What follows belongs to an exercise in optimizing a design on an open flow for small area and a short achievable clock period; a production flow would make more cautious choices. RTL that was checked went through simulation tests only; none was proved equivalent to the original. The clock port is modelled as an ideal driver, which makes a skipped or thinned clock tree look cheaper than it is; a real chip needs a root buffer or a tree. Power and IR drop assume default switching activity.

==> flow/design.v <==
module registers (
    input logic rst,
    input logic clk,
    input logic [31:0] reg_addr,
    input logic [31:0] reg_wr_data,
    input logic reg_wr,
    output logic neg_b,
    output logic neg_c
);
    logic wr_hit, wr_nb, wr_nc;
    logic nb_r, nc_r;
    always_ff @(posedge clk)
    begin
        wr_hit <= ~rst & reg_wr & (reg_addr == 32'd10);
        wr_nb <= (reg_wr_data[1:0] == 2'h2);
        wr_nc <= (reg_wr_data[1:0] == 2'h1) | (reg_wr_data[1:0] == 2'h2);
    end
    assign neg_b = wr_hit ? wr_nb : nb_r;
    assign neg_c = wr_hit ? wr_nc : nc_r;
    always_ff @(posedge clk)
    begin
        if (rst) begin
            nb_r <= 1'b0;
            nc_r <= 1'b0;
        end
        else begin
            nb_r <= neg_b;
            nc_r <= neg_c;
        end
    end
endmodule
module calculate (
    input logic rst,
    input logic clk,
    input logic [31:0] a,
    input logic [31:0] b,
    input logic [31:0] c,
    input logic neg_b,
    input logic neg_c,
    output logic [63:0] z
);
    localparam int W = 38;
    logic [31:0] bx, cx;
    logic [31:0] s0, cy0;
    logic [W-1:0] ra, rb;
    logic [W-1:0] p1, g1;
    logic nb1;
    logic [W-1:0] sum2;
    logic [W-1:0] x2n;
    logic [W-1:0] z3;
    logic rst1, rst2;
    assign bx = b ^ {32{neg_b}};
    assign cx = c ^ {32{neg_c}};
    assign s0  = a ^ bx ^ cx;
    assign cy0 = (a & bx) | (a & cx) | (bx & cx);
    assign ra = {{(W-32){neg_b ^ neg_c}}, s0};
    assign rb = {{(W-33){neg_b & neg_c}}, cy0, neg_c};
    always_ff @(posedge clk)
    begin
        p1 <= ra ^ rb;
        g1 <= {ra[W-1:1] & rb[W-1:1], (ra[0] & rb[0]) | (ra[0] & neg_b) | (rb[0] & neg_b)};
        nb1 <= neg_b;
    end
    prefix_carry #(.W(W)) iadd(.p(p1), .g(g1), .cin(nb1), .s(sum2));
    always_ff @(posedge clk)
    begin
        x2n <= ~sum2;
        rst1 <= rst;
        rst2 <= rst1;
        if (rst | rst1 | rst2)
            z3 <= '0;
        else
            z3 <= ~x2n;
    end
    always_comb
    begin
        z[W-1:0] = z3;
        for (int i = W; i < 64; i++)
            z[i] = z3[34 + (i % (W-34))];
    end
endmodule
module prefix_carry #(
    parameter int W = 38
) (
    input logic [W-1:0] p,
    input logic [W-1:0] g,
    input logic cin,
    output logic [W-1:0] s
);
    localparam int L = $clog2(W);
    for (genvar l = 0; l <= L; l++) begin : level
        logic [W-1:0] gg;
        logic [W-1:0] tt;
        if (l == 0) begin : first
            assign gg = g;
            assign tt = p;
        end
        else begin : next
            localparam int D = 1 << (l - 1);
            assign gg = {level[l-1].gg[W-1:D] | (level[l-1].tt[W-1:D] & level[l-1].gg[W-1-D:0]),
                         level[l-1].gg[D-1:0]};
            assign tt = {level[l-1].tt[W-1:D] & level[l-1].tt[W-1-D:0], level[l-1].tt[D-1:0]};
        end
    end
    assign s = p ^ {level[L].gg[W-2:0], cin};
endmodule
module operator (
    input logic rst,
    input logic clk,
    input logic [31:0] reg_addr,
    input logic [31:0] reg_wr_data,
    input logic reg_wr,
    input logic [31:0] a,
    input logic [31:0] b,
    input logic [31:0] c,
    output logic [63:0] z
);
    logic neg_b;
    logic neg_c;
    registers ireg(
        .clk(clk),
        .rst(rst),
        .reg_addr(reg_addr),
        .reg_wr_data(reg_wr_data),
        .reg_wr(reg_wr),
        .neg_b(neg_b),
        .neg_c(neg_c));
    calculate ical(
        .clk(clk),
        .rst(rst),
        .a(a),
        .b(b),
        .c(c),
        .neg_b(neg_b),
        .neg_c(neg_c),
        .z(z));
endmodule
Settings: LEC_CHECK=0, ABC_CLOCK_PERIOD_IN_PS=1000, CAP_MARGIN=20, CORE_MARGIN=2, CORE_UTILIZATION=60, CTS_BUF_LIST=sky130_fd_sc_hd__clkbuf_4 sky130_fd_sc_hd__clkbuf_8, CTS_CLUSTER_DIAMETER=60, CTS_CLUSTER_SIZE=30, SETUP_SLACK_MARGIN=3.6, SLEW_MARGIN=20; clock period 6.0 ns.
standard.sh (not shown) runs the stock make flow with config.mk's settings and CLKGATE_MAP_FILE= SYNTH_SCRIPT=/design/flow/synth_recipe.tcl, a recipe that flattens the netlist after the stock synthesis.
==> flow/flow/run.sh <==
#!/bin/bash
# Standard ORFS layout, except that the port buffers are small plain buffers
# (buffer_ports otherwise picks a large delay cell for every port).
set -euo pipefail
W=$(pwd)
bash standard.sh synth > "$W/make_synth.log" 2>&1
export BUFFER_PORTS_ARGS="-buffer_cell sky130_fd_sc_hd__buf_1"
bash standard.sh > "$W/make_layout.log" 2>&1
The first run passed the timing, DRC and antenna checks.
Change:
--- a/flow/design.v
+++ b/flow/design.v
@@ -85,11 +85,11 @@
     input logic [W-1:0] p,
     input logic [W-1:0] g,
     input logic cin,
     output logic [W-1:0] s
 );
-    localparam int L = $clog2(W);
+    localparam int L = (W > 32) ? 6 : (W > 16) ? 5 : (W > 8) ? 4 : (W > 4) ? 3 : (W > 2) ? 2 : 1;
     for (genvar l = 0; l <= L; l++) begin : level
         logic [W-1:0] gg;
         logic [W-1:0] tt;
         if (l == 0) begin : first
             assign gg = g;
Outcome: Power does not change. Die area does not change. Clock skew is unchanged. Worst hold slack is unchanged. Routed wire length stays the same. Area after synthesis is unchanged. Worst setup slack stays the same. First-iteration DRC count stays the same. Fmax does not change. Global-route usage does not change. Cell count stays the same. Design area does not change. Synthesized cell count is unchanged.
No functional check of the RTL was part of the first run of this note.


Another version of the RTL of operator (not shown whole).
Size in the first run: roughly 150 flip-flops, about 0.0064 mm² of cells after synthesis.
==> module calculate, before the edit <==
module calculate (
    input logic rst,
    input logic clk,
    input logic [31:0] a,
    input logic [31:0] b,
    input logic [31:0] c,
    input logic neg_b,
    input logic neg_c,
    output logic [63:0] z
);
    localparam int W = 36;
    localparam int B1 = 16;
    localparam int B2 = 32;
    logic [31:0] bx, cx;
    logic [31:0] s1, cy1;
    logic nb1, nc1;
    logic [W-1:0] ra, rb;
    logic [W-1:0] p2, g2;
    logic [B1-1:0] u0;
    logic [B2-B1-1:0] u1;
    logic [W-B2-1:0] u2;
    logic c0, c1;
    logic [W-1:0] x2n;
    logic c0n, c1n;
    logic [B2-B1-1:0] v1;
    logic [W-B2-1:0] v2;
    logic carry2;
    logic [W-1:0] z3;
    logic rst1, rst12;
    assign bx = b ^ {32{neg_b}};
    assign cx = c ^ {32{neg_c}};
    always_ff @(posedge clk)
    begin
        s1  <= a ^ bx ^ cx;
        cy1 <= (a & bx) | (a & cx) | (bx & cx);
        nb1 <= neg_b;
        nc1 <= neg_c;
    end
    assign ra = {{(W-32){nb1 ^ nc1}}, s1};
    assign rb = {{(W-33){nb1 & nc1}}, cy1, nc1};
    assign p2 = ra ^ rb;
    assign g2 = {ra[W-1:1] & rb[W-1:1], (ra[0] & rb[0]) | (ra[0] & nb1) | (rb[0] & nb1)};
    prefix_carry #(.W(B1)) iblk0(.p(p2[B1-1:0]), .g(g2[B1-1:0]), .cin(nb1), .s(u0), .cout(c0));
    prefix_carry #(.W(B2-B1)) iblk1(.p(p2[B2-1:B1]), .g(g2[B2-1:B1]), .cin(1'b0), .s(u1), .cout(c1));
    prefix_carry #(.W(W-B2)) iblk2(.p(p2[W-1:B2]), .g(g2[W-1:B2]), .cin(1'b0), .s(u2), .cout());
    always_ff @(posedge clk)
    begin
        x2n <= ~{u2, u1, u0};
        c0n <= ~c0;
        c1n <= ~c1;
        rst1 <= rst;
        rst12 <= rst | rst1;
    end
    assign carry2 = ~c1n | (~c0n & (&(~x2n[B2-1:B1])));
    incrementer #(.W(B2-B1)) iinc1(.x(~x2n[B2-1:B1]), .cin(~c0n), .s(v1));
    incrementer #(.W(W-B2)) iinc2(.x(~x2n[W-1:B2]), .cin(carry2), .s(v2));
    always_ff @(posedge clk)
    begin
        if (rst | rst12)
            z3 <= '0;
        else
            z3 <= {v2, v1, ~x2n[B1-1:0]};
    end
    always_comb
    begin
        z[W-1:0] = z3;
        for (int i = W; i < 64; i++)
            z[i] = z3[34 + (i % (W-34))];
    end
endmodule
==> module prefix_carry, before the edit <==
module prefix_carry #(
    parameter int W = 38
) (
    input logic [W-1:0] p,
    input logic [W-1:0] g,
    input logic cin,
    output logic [W-1:0] s,
    output logic cout
);
    localparam int L = (W > 32) ? 6 : (W > 16) ? 5 : (W > 8) ? 4 : (W > 4) ? 3 : (W > 2) ? 2 : 1;
    for (genvar l = 0; l <= L; l++) begin : level
        logic [W-1:0] gg;
        logic [W-1:0] tt;
        if (l == 0) begin : first
            assign gg = g;
            assign tt = p;
        end
        else begin : next
            localparam int D = 1 << (l - 1);
            assign gg = {level[l-1].gg[W-1:D] | (level[l-1].tt[W-1:D] & level[l-1].gg[W-1-D:0]),
                         level[l-1].gg[D-1:0]};
            assign tt = {level[l-1].tt[W-1:D] & level[l-1].tt[W-1-D:0], level[l-1].tt[D-1:0]};
        end
    end
    assign s = p ^ {level[L].gg[W-2:0], cin};
    assign cout = level[L].gg[W-1];
endmodule
export LEC_CHECK = 0
export ABC_CLOCK_PERIOD_IN_PS = 1000
export CAP_MARGIN = 20
export CORE_MARGIN = 2
export CORE_UTILIZATION = 65
export CTS_BUF_LIST = sky130_fd_sc_hd__clkbuf_4 sky130_fd_sc_hd__clkbuf_8
export CTS_CLUSTER_DIAMETER = 60
export CTS_CLUSTER_SIZE = 30
export SETUP_SLACK_MARGIN = 3.7
export SLEW_MARGIN = 20
create_clock -name core_clock -period 6.0 [get_ports {clk}]
==> flow/flow/run.sh <==
#!/bin/bash
# Standard ORFS layout, except that:
#  - the port buffers are small plain buffers (buffer_ports otherwise picks a
#    large delay cell for every port);
#  - the clock tree is two levels: the clock port drives a root clock
#    buffer, which drives six leaf buffers, each driving the flip-flops of
#    one sixth of the core (manual_cts.tcl).
set -euo pipefail
W=$(pwd)
bash standard.sh synth > "$W/make_synth.log" 2>&1
export BUFFER_PORTS_ARGS="-buffer_cell sky130_fd_sc_hd__buf_1"
export PRE_CTS_TCL="$W/flow/manual_cts.tcl"
bash standard.sh > "$W/make_layout.log" 2>&1
Other scripts of this flow, unchanged in this note and not shown: flow/flow/manual_cts.tcl
==> next run, changes <==
--- a/flow/design.v
+++ b/flow/design.v
@@ -37,24 +37,24 @@
     input logic [31:0] c,
     input logic neg_b,
     input logic neg_c,
     output logic [63:0] z
 );
-    localparam int W = 36;
-    localparam int B1 = 16;
-    localparam int B2 = 32;
+    localparam int W = 38;
+    localparam int B1 = 8;
+    localparam int B2 = 24;
     logic [31:0] bx, cx;
     logic [31:0] s1, cy1;
     logic nb1, nc1;
     logic [W-1:0] ra, rb;
     logic [W-1:0] p2, g2;
     logic [B1-1:0] u0;
     logic [B2-B1-1:0] u1;
     logic [W-B2-1:0] u2;
-    logic c0, c1;
+    logic c0, c1, a1;
     logic [W-1:0] x2n;
-    logic c0n, c1n;
+    logic c0_3, c1_3, a1_3;
     logic [B2-B1-1:0] v1;
     logic [W-B2-1:0] v2;
     logic carry2;
     logic [W-1:0] z3;
     logic rst1, rst12;
@@ -68,24 +68,25 @@
         nc1 <= neg_c;
     end
     assign ra = {{(W-32){nb1 ^ nc1}}, s1};
     assign rb = {{(W-33){nb1 & nc1}}, cy1, nc1};
     assign p2 = ra ^ rb;
-    assign g2 = {ra[W-1:1] & rb[W-1:1], (ra[0] & rb[0]) | (ra[0] & nb1) | (rb[0] & nb1)};
-    prefix_carry #(.W(B1)) iblk0(.p(p2[B1-1:0]), .g(g2[B1-1:0]), .cin(nb1), .s(u0), .cout(c0));
-    prefix_carry #(.W(B2-B1)) iblk1(.p(p2[B2-1:B1]), .g(g2[B2-1:B1]), .cin(1'b0), .s(u1), .cout(c1));
-    prefix_carry #(.W(W-B2)) iblk2(.p(p2[W-1:B2]), .g(g2[W-1:B2]), .cin(1'b0), .s(u2), .cout());
+    assign g2 = {ra[W-1:1] & rb[W-1:1], nb1 | (ra[0] & nc1)};
+    prefix_carry #(.W(B1)) iblk0(.p(p2[B1-1:0]), .g(g2[B1-1:0]), .cin(nb1), .s(u0), .cout(c0), .prop());
+    prefix_carry #(.W(B2-B1)) iblk1(.p(p2[B2-1:B1]), .g(g2[B2-1:B1]), .cin(1'b0), .s(u1), .cout(c1), .prop(a1));
+    prefix_carry #(.W(W-B2)) iblk2(.p(p2[W-1:B2]), .g(g2[W-1:B2]), .cin(1'b0), .s(u2), .cout(), .prop());
     always_ff @(posedge clk)
     begin
         x2n <= ~{u2, u1, u0};
-        c0n <= ~c0;
-        c1n <= ~c1;
+        c0_3 <= c0;
+        c1_3 <= c1;
+        a1_3 <= a1;
         rst1 <= rst;
         rst12 <= rst | rst1;
     end
-    assign carry2 = ~c1n | (~c0n & (&(~x2n[B2-1:B1])));
-    incrementer #(.W(B2-B1)) iinc1(.x(~x2n[B2-1:B1]), .cin(~c0n), .s(v1));
+    assign carry2 = c1_3 | (c0_3 & a1_3);
+    incrementer #(.W(B2-B1)) iinc1(.x(~x2n[B2-1:B1]), .cin(c0_3), .s(v1));
     incrementer #(.W(W-B2)) iinc2(.x(~x2n[W-1:B2]), .cin(carry2), .s(v2));
     always_ff @(posedge clk)
     begin
         if (rst | rst12)
             z3 <= '0;
@@ -104,11 +105,12 @@
 ) (
     input logic [W-1:0] p,
     input logic [W-1:0] g,
     input logic cin,
     output logic [W-1:0] s,
-    output logic cout
+    output logic cout,
+    output logic prop
 );
     localparam int L = (W > 32) ? 6 : (W > 16) ? 5 : (W > 8) ? 4 : (W > 4) ? 3 : (W > 2) ? 2 : 1;
     for (genvar l = 0; l <= L; l++) begin : level
         logic [W-1:0] gg;
         logic [W-1:0] tt;
@@ -123,10 +125,11 @@
             assign tt = {level[l-1].tt[W-1:D] & level[l-1].tt[W-1-D:0], level[l-1].tt[D-1:0]};
         end
     end
     assign s = p ^ {level[L].gg[W-2:0], cin};
     assign cout = level[L].gg[W-1];
+    assign prop = level[L].tt[W-1];
 endmodule
 module incrementer #(
     parameter int W = 21
 ) (
     input logic [W-1:0] x,
The changed run went through all stages and came out clean.
Global-route usage climbs by 0.78 points.
Synthesized cell count climbs by 8.3%.
Via count climbs by 4.2%.
Area after synthesis climbs by 6.3%.
Clock power climbs by about 3%.
Design area climbs by 4.1%.
Sequential power climbs by about 5%.
Wire length climbs by 5.9%.
Total power climbs by 3.9%.
Combinational power climbs by about 2%.
Core utilization drops by 1.5 points.
Setup slack improved by 0.13 ns.
First-iteration DRC count climbs by 140%.
No functional check of the RTL was part of any run of this note. In every run of this note, the design's own scripts or RTL, not TritonCTS, make the clock network.

## afterwards: timing with drivers on the ports
Ports are ideal in the flow. The routed layouts listed here were re-timed in OpenROAD.
Step 1, drivers: a clkbuf_16 drives clk and a buf_2 each remaining input, both assumed.
Step 2, shift: input delay + t, output delay - t, t = (earliest + latest rising clock arrival at the registers) / 2. This alone moves slack from input paths to output paths.
Three values: ideal ports, drivers, drivers and shift; two values: the first two.
| run | shift t [ns] | slack for setup (ns) | worst data-port slew with drivers (ns) |
|---|---|---|---|
| the first run of note 1 | 0.469 | 3.664 / 3.664 / 3.408 | 0.07 |
| the second run of note 1 | 0.469 | 3.664 / 3.664 / 3.408 | 0.07 |
| the first run of note 2 | 0.381 | 3.642 / 3.642 / 3.455 | 0.06 |
| the second run of note 2 | 0.387 | 3.774 / 3.774 / 3.490 | 0.05 |
After both steps every run listed still meets setup and hold. For the second run of note 2, which loses most, drivers alone change the setup slack by 0.000 ns; drivers and shift together by -0.284 ns.
